This design comes from an exercise in tuning for small area on the open sky130 flow, not from production work.
In this exercise RTL edits were held to simulation tests only and were not proved equivalent to the original.
No activity file was given, so power comes from the tool's default toggle rates.

==> flow/design.v <==
module control_unit (
    input [3:0] opcode,
    output  reg_we, is_jump, wb_sel
);
assign reg_we = (opcode != 4'b1111 && opcode != 4'b0000 && opcode != 4'b1001);
assign is_jump = (opcode == 4'b1111);
assign wb_sel = (opcode == 4'b0111);
endmodule
module instr_decoder(
    input [15:0] instr,
    output [3:0] opcode,
    output [3:0] dest,
    output [3:0] src1,
    output [3:0] src2,
    output [7:0] imm
);
assign opcode = instr[15:12];
assign dest = instr[11:8];
assign src1 = instr[7:4];
assign src2 = instr[3:0];
assign imm = instr[7:0];
endmodule
module prgrm_counter (
    input clk,
    input rst,
    input is_jmp,  
    input [7:0] jmp_target,  
    output reg [7:0] pc_addr  
);
    always @(posedge clk or posedge rst) begin
        if(rst) pc_addr <= 0;  
        else begin
            if(is_jmp) pc_addr <= jmp_target;  
            else begin
                pc_addr <= pc_addr + 1;  
            end
        end
    end
endmodule
module vector_alu (
    input [31:0] op_a,
    input [31:0] op_b,
    input [3:0] opcode,
    output [31:0] result
);
reg [7:0] temp_mmry_a [0:3];  
reg [7:0] temp_mmry_b [0:3];
reg [7:0] temp_result [0:3]; 
integer i;
always @(*) begin
    temp_mmry_a[0] = op_a[31:24];
    temp_mmry_a[1] = op_a[23:16];
    temp_mmry_a[2] = op_a[15:8];
    temp_mmry_a[3] = op_a[7:0];
    temp_mmry_b[0] = op_b[31:24];
    temp_mmry_b[1] = op_b[23:16];
    temp_mmry_b[2] = op_b[15:8];
    temp_mmry_b[3] = op_b[7:0];
    for (i=0; i<4;i = i + 1) begin
        case(opcode)
        4'b0001 : temp_result[i] = temp_mmry_a[i] + temp_mmry_b[i];
        4'b0010 : temp_result[i] = temp_mmry_a[i] - temp_mmry_b[i];
        4'b0011 : temp_result[i] = temp_mmry_a[i] ^ temp_mmry_b[i];
        4'b0100 : temp_result[i] = temp_mmry_a[i] << temp_mmry_b[i];
        4'b0101 : temp_result[i] = temp_mmry_a[i] >> temp_mmry_b[i];
        default : temp_result[i] = 0;
        endcase
    end
end
assign result = {temp_result[0],temp_result[1],temp_result[2],temp_result[3]}; 
endmodule
module vector_reg_file #(parameter DATA_WIDTH = 8, LANES = 4, REG_COUNT = 16)
(
    input clk,
    input we,
    input [3:0] r_addr1,
    input [3:0] r_addr2,
    input [3:0] w_addr,
    input [3:0] buttons,
    input[7:0] i_time,
    input [7:0] i_y,
    input [31:0] w_data,
    output [31:0] r_data1,
    output [31:0] r_data2
);
wire [31:0] temp_button = {4{4'b0,buttons}};
reg [31:0] reg_mmry [0:15];  
always @(posedge clk) begin
    if(we && w_addr != 0) reg_mmry[w_addr] <= w_data;  
end
assign r_data1 =   (r_addr1 == 0)  ? 32'b0 :   
                   (r_addr1 == 12) ? temp_button :  
                   (r_addr1 == 14) ? 32'h00503010:  
                   (r_addr1 == 15) ? {4{i_time}} :  
                   (r_addr1 == 13) ? 32'h03020100 :  
                   reg_mmry[r_addr1];  
assign r_data2 =   (r_addr2 == 0)  ? 32'b0 :   
                   (r_addr2 == 12) ? temp_button :  
                   (r_addr2 == 14) ? 32'h00503010 :  
                   (r_addr2 == 15) ? {4{i_time}} :  
                   (r_addr2 == 13) ? 32'h03020100 :  
                   reg_mmry[r_addr2];
endmodule
module gpu_core (
    input clk, rst,
    input [3:0] buttons,  
    input [7:0] i_time,
    input [7:0] i_y,  
    input [15:0] imem_data,  
    output [7:0] imem_addr,  
    output [31:0] debug_out
);
logic [7:0] pc_out;
logic [15:0] instr_raw;
logic reg_we, is_jump, wb_sel;
logic [3:0] opcode, dest, src1, src2;
logic [7:0] imm;
logic [31:0] reg_data1, reg_data2, alu_result;
logic [31:0] writeback_data;
assign writeback_data = wb_sel ? {4{imm}} : alu_result; 
prgrm_counter pc (.clk(clk), .rst(rst),
                  .is_jmp(is_jump), .jmp_target(imm),
                  .pc_addr(pc_out)
                );
assign instr_raw = imem_data;
assign imem_addr = pc_out;
instr_decoder decode (.instr(instr_raw), .opcode(opcode), 
.dest(dest), .src1(src1), .src2(src2), .imm(imm));
control_unit ctrl (.opcode(opcode), .reg_we(reg_we), .is_jump(is_jump), .wb_sel(wb_sel));
vector_alu alu (.op_a(reg_data1), .op_b(reg_data2), .opcode(opcode), .result(alu_result));
vector_reg_file v1 (.clk(clk), .we(reg_we), .r_addr1(src1),
 .r_addr2(src2), .w_addr(dest), .w_data(writeback_data), 
 .r_data1(reg_data1), .r_data2(reg_data2),.buttons(buttons), 
 .i_time(i_time), .i_y(i_y));
assign debug_out = reg_data1;
endmodule
==> flow/run.sh <==
#!/bin/bash
# synth_recipe.tcl (not shown) runs the flow's synth.tcl, then flattens the netlist and writes it again
# the make line also repeats each setting of config.mk as NAME=value (left out here)
make -C /OpenROAD-flow-scripts/flow DESIGN_CONFIG=/design/flow/config.mk WORK_HOME=/design/flow/orfs CLKGATE_MAP_FILE= SYNTH_SCRIPT=/design/flow/synth_recipe.tcl finish
==> flow/config.mk <==
export PLATFORM = sky130hd
export DESIGN_NAME = gpu_core
export DESIGN_NICKNAME = gpu_core
export VERILOG_FILES = /design/flow/design.v
export SDC_FILE = /design/flow/constraint.sdc
export NUM_CORES = 4
export LEC_CHECK = 0
export CAP_MARGIN = 20
export CORE_MARGIN = 2
export CORE_UTILIZATION = 40
export PLACE_DENSITY = 0.6
export SLEW_MARGIN = 20
==> flow/constraint.sdc <==
create_clock -name core_clock -period 5.5 [get_ports {clk}]
set_input_delay 1.1000 -clock core_clock [delete_from_list [all_inputs] [get_ports {clk}]]
set_output_delay 1.1000 -clock core_clock [all_outputs]
set_load 0.01 [all_outputs]
==> reports/qor.yml <==
outcome:
  status: "complete, no violations"
yosys:
  syn_avg_cell_area_sq_um: 12.9
  seq_area_frac_synth_pct: 50.1
  synth_seq_cells: 416
  synth_area_leaders: "edfxtp_1 (49%), mux4_2 (12%), mux2i_1 (4.3%)"
  ys.flop_type: "edfxtp_1"
  synth_top_cell_area_share_pct: 49.3
  synth.distinct_cells: 100
  synthArstFlopShare_pct: 1.92
  yosysWarnings: 6
  yosys-top-cells-count: "edfxtp_1 (408), mux4_2 (137), nor2_1 (136), mux2i_1 (108), nand2_1 (92)"
  synth_edf_count: 408
  yosysMostFrequentCell: "edfxtp_1"
  synthesis.area_sq_um: 24900
  syn_inst: 1927
  synth_top_cell_by_area: "edfxtp_1"
clocking:
  htreeDepth: 2
  clk-insertion-delay-late_ns: 0.57
  cts_made_buffers: 43
  ctsHoldBuffers: 0
  clock_path_buffers: 3
  post_cts_resized: 0
  cts_setup_buffers: 0
  clk_pin_slew_ns: 0.06
  cts.sinks: 416
  cts_tree: "yes"
  cts_root_buf: "clkbuf_16"
hold_path:
  min_path_cells: 1
  hp-class: "reg2reg"
worst_setup_path:
  slowest_delay_ns: 0.68
  cpMaxStageDelayCell: "nor4_2"
  critical_path_class: "in2reg"
  cp.required_ns: 5.81
  cp_max_fo: 12
  r2r-end: "v1.reg_mmry[0][7]$_DFFE_PP_"
  rrSetupSlack_ns: 0.98
  reg2reg_depth: 18
  crit_end: "v1.reg_mmry[7][28]$_DFFE_PP_"
  cp-end-kind: "flip-flop"
  cp.arrival_ns: 5.46
  cp-start-kind: "input port"
  cp-startpoint: "i_time[1]"
  rr_startpoint: "v1.reg_mmry[11][0]$_DFFE_PP_"
  path_cells: "clkdlybuf4s50_1 -> nand2_1 -> a21oi_1 -> o21ai_1 -> nor4_2 -> inv_1 -> ha_1 -> a21oi_1 -> buf_4 -> fa_1 -> a21o_1 -> a21o_1 -> xor2_1 -> a222oi_1 -> o221ai_1 -> buf_4"
timing:
  setup_violations: 0
  post-route-period-util_pct: 93.7
  period_needed_ns: 5.15
  tightest_slew_ns: 1.01
  slew_headroom_pct: 31.7
  rsz0062_at_grt: "false"
  fmax_ghz: 0.194
  slew_violations: 0
  fin_tns_setup_ns: 0
  fin_skew_ns: 0.0242
  hold_viol: 0
  worst_hold_slack_ns: 0.541
final_layout:
  final_util_pct: 48.2
  drive_gt1_share_pct: 25.8
  n_antenna_cell: 0
  syn2layout_area_growth_pct: 19.4
  nNetsFinal: 2285
  fillers: 5421
floorplan:
  die_w_microns: 253
  core.rowCount: 91
  die_area_sq_um: 64100
  start_util_pct: 40.4
  boundaryPins: 78
  die_y_microns: 253
  core_area_sq_um: 61600
power_and_ir_drop:
  internal_power_mw: 6.31
  ir_drop_mv: 0.210
  power_frac_seq_pct: 42.0
  total_leakage_power_nw: 10.8
  p_per_area_nw_per_um2: 302
  clkPwrFrac_pct: 31.0
  pwr-share-comb_pct: 26.9
  p_sw_share_pct: 29.6
  p_switching_mw: 2.66
global_route:
  grt_pass1_vias: 19000
  grt_overflow_total: 0
  grtUsageTotal_pct: 27.9
  antenna_found_initial: 0
  grt_max_degree: 47
  grt_pass1_wl_microns: 130000
routing:
  vias_per_cell: 6.26
  vias: 19300
  drt_iter0_drc: 2527
  wirelength_microns: 90000
  dr.pass1.iters: 7
  wl_per_cell_microns: 29.2
  ant_nets: 0
  drc_errors: 0
placement:
  port_buffers: 69
  hpwl_microns: 64800
  gp_congestion: 0.945
run:
  drv_cap: 0
[through the flow]
step                      instances  cell area, sq um  setup WS (ns)  total power, mW
final                          3079             29700          0.346             8.97
after global routing           3079             29700          0.135             9.29
after CTS                      3079             29700          0.413             8.97
after detailed placement       3002             28400         -0.136             6.21
after global placement         3002             28400         -0.125             6.17
after floorplan                1951             25000         0.0289             5.19
[registers in the layout (all words and copies together) (netlist names)]
| name | cells |
|---|---|
| pc.pc_addr | 8 |
| v1.reg_mmry | 408 |
[worst min path at each step]
stage / from / to / slack (ns)
finish: pc.pc_addr[0]$_DFF_PP0_ / pc.pc_addr[0]$_DFF_PP0_ / 0.54
global route: pc.pc_addr[0]$_DFF_PP0_ / pc.pc_addr[0]$_DFF_PP0_ / 0.56
CTS: pc.pc_addr[0]$_DFF_PP0_ / pc.pc_addr[0]$_DFF_PP0_ / 0.54
detailed placement: pc.pc_addr[0]$_DFF_PP0_ / pc.pc_addr[0]$_DFF_PP0_ / 0.53
global placement: pc.pc_addr[0]$_DFF_PP0_ / pc.pc_addr[0]$_DFF_PP0_ / 0.53
floorplan: pc.pc_addr[0]$_DFF_PP0_ / pc.pc_addr[0]$_DFF_PP0_ / 0.54
[logic make-up (layout without fill, tap and decap cells)]
| family | after synthesis | count (layout) | share of synthesized area, % |
|---|---|---|---|
| AOI/OAI and AO/OA | 483 | 483 | 13.5 |
| and+or+nand+nor | 437 | 437 | 8.67 |
| DFF | 416 | 416 | 50.1 |
| muxes | 292 | 292 | 19.1 |
| buffers and inverters | 181 | 472 | 3.75 |
| xor gates and xnor gates | 80 | 80 | 2.82 |
| adders and majority gates | 37 | 37 | 1.98 |
| other | 1 | 25 | 0.0151 |
[layout by cell type, fill, tap and decap left out, drive strengths merged, types with 35 or more instances in the layout]
cell type | synthesis | final
clkdlybuf4s50 | 0 | 61
a21o | 36 | 36
mux4 | 141 | 141
buf | 97 | 285
o21ai | 91 | 91
a21oi | 92 | 92
xnor2 | 39 | 39
edfxtp | 408 | 408
nand3 | 40 | 40
nor2 | 137 | 137
clkbuf | 36 | 57
xor2 | 41 | 41
mux2 | 43 | 43
nand2 | 94 | 94
nor2b | 35 | 35
inv | 45 | 46
mux2i | 108 | 108
a211oi | 40 | 40
[layer usage]
layer	global-route usage (%)	share of wire, %	up-vias
li1	-	-	8237
met1	38.7	40	9793
met5	0	0	-
met4	11.0	4.1	0
met3	4.59	9.6	187
met2	44.0	46	1060
[area by class of cell]
cell class | instances | area, sq um | share of cell area [%]
clock buffers | 56 | 1150 | 3.86
flip-flops and latches | 416 | 12500 | 42.0
inverters | 48 | 180 | 0.607
well taps | 837 | 1050 | 3.53
repair buffers | 347 | 3000 | 10.1
multi-input cells | 1354 | 11700 | 39.4
clock inverters | 21 | 175 | 0.590
[worst max-delay path, delay by kind of cell]
family                   cells  cell delay (ns)
adder cells (fa/ha/maj)      2             0.75
AO/OA/AOI/OAI                7             1.57
AND/OR/NAND/NOR              2             0.75
XOR/XNOR                     1             0.14
buffers and inverters        4             1.14
[power groups by stage]
| stage | clock network [mW] | logic (mW) | registers [mW] |
|---|---|---|---|
| floorplan | 0 | 1.36 | 3.83 |
| global placement | 0 | 2.34 | 3.83 |
| detailed placement | 0 | 2.37 | 3.84 |
| CTS | 2.81 | 2.38 | 3.77 |
| global route | 2.93 | 2.58 | 3.78 |
| finish | 2.78 | 2.42 | 3.77 |

[separate check: timing with driven ports]
In the flow no input, the clock included, has a driving cell. The finished layout below was timed again as built, in two steps.
Step 1 assumes that a clkbuf_16 drives the clock port and a buf_2 every other input.
Step 2, shift: input delay + t, output delay - t, t = (earliest + latest rising clock arrival at the registers) / 2. This alone moves slack from input paths to output paths.
a / b / c = ideal / step 1 / step 2; a / b = the first two.
t (ns): 0.618
setup slack, ns: 0.346 / 0.356 / -0.235
worst setup path at the end: input to register
With both steps, setup timing fails in this run, where it was met with ideal ports. The setup slack of this run moves by +0.010 ns with the drivers and by -0.581 ns with both steps.
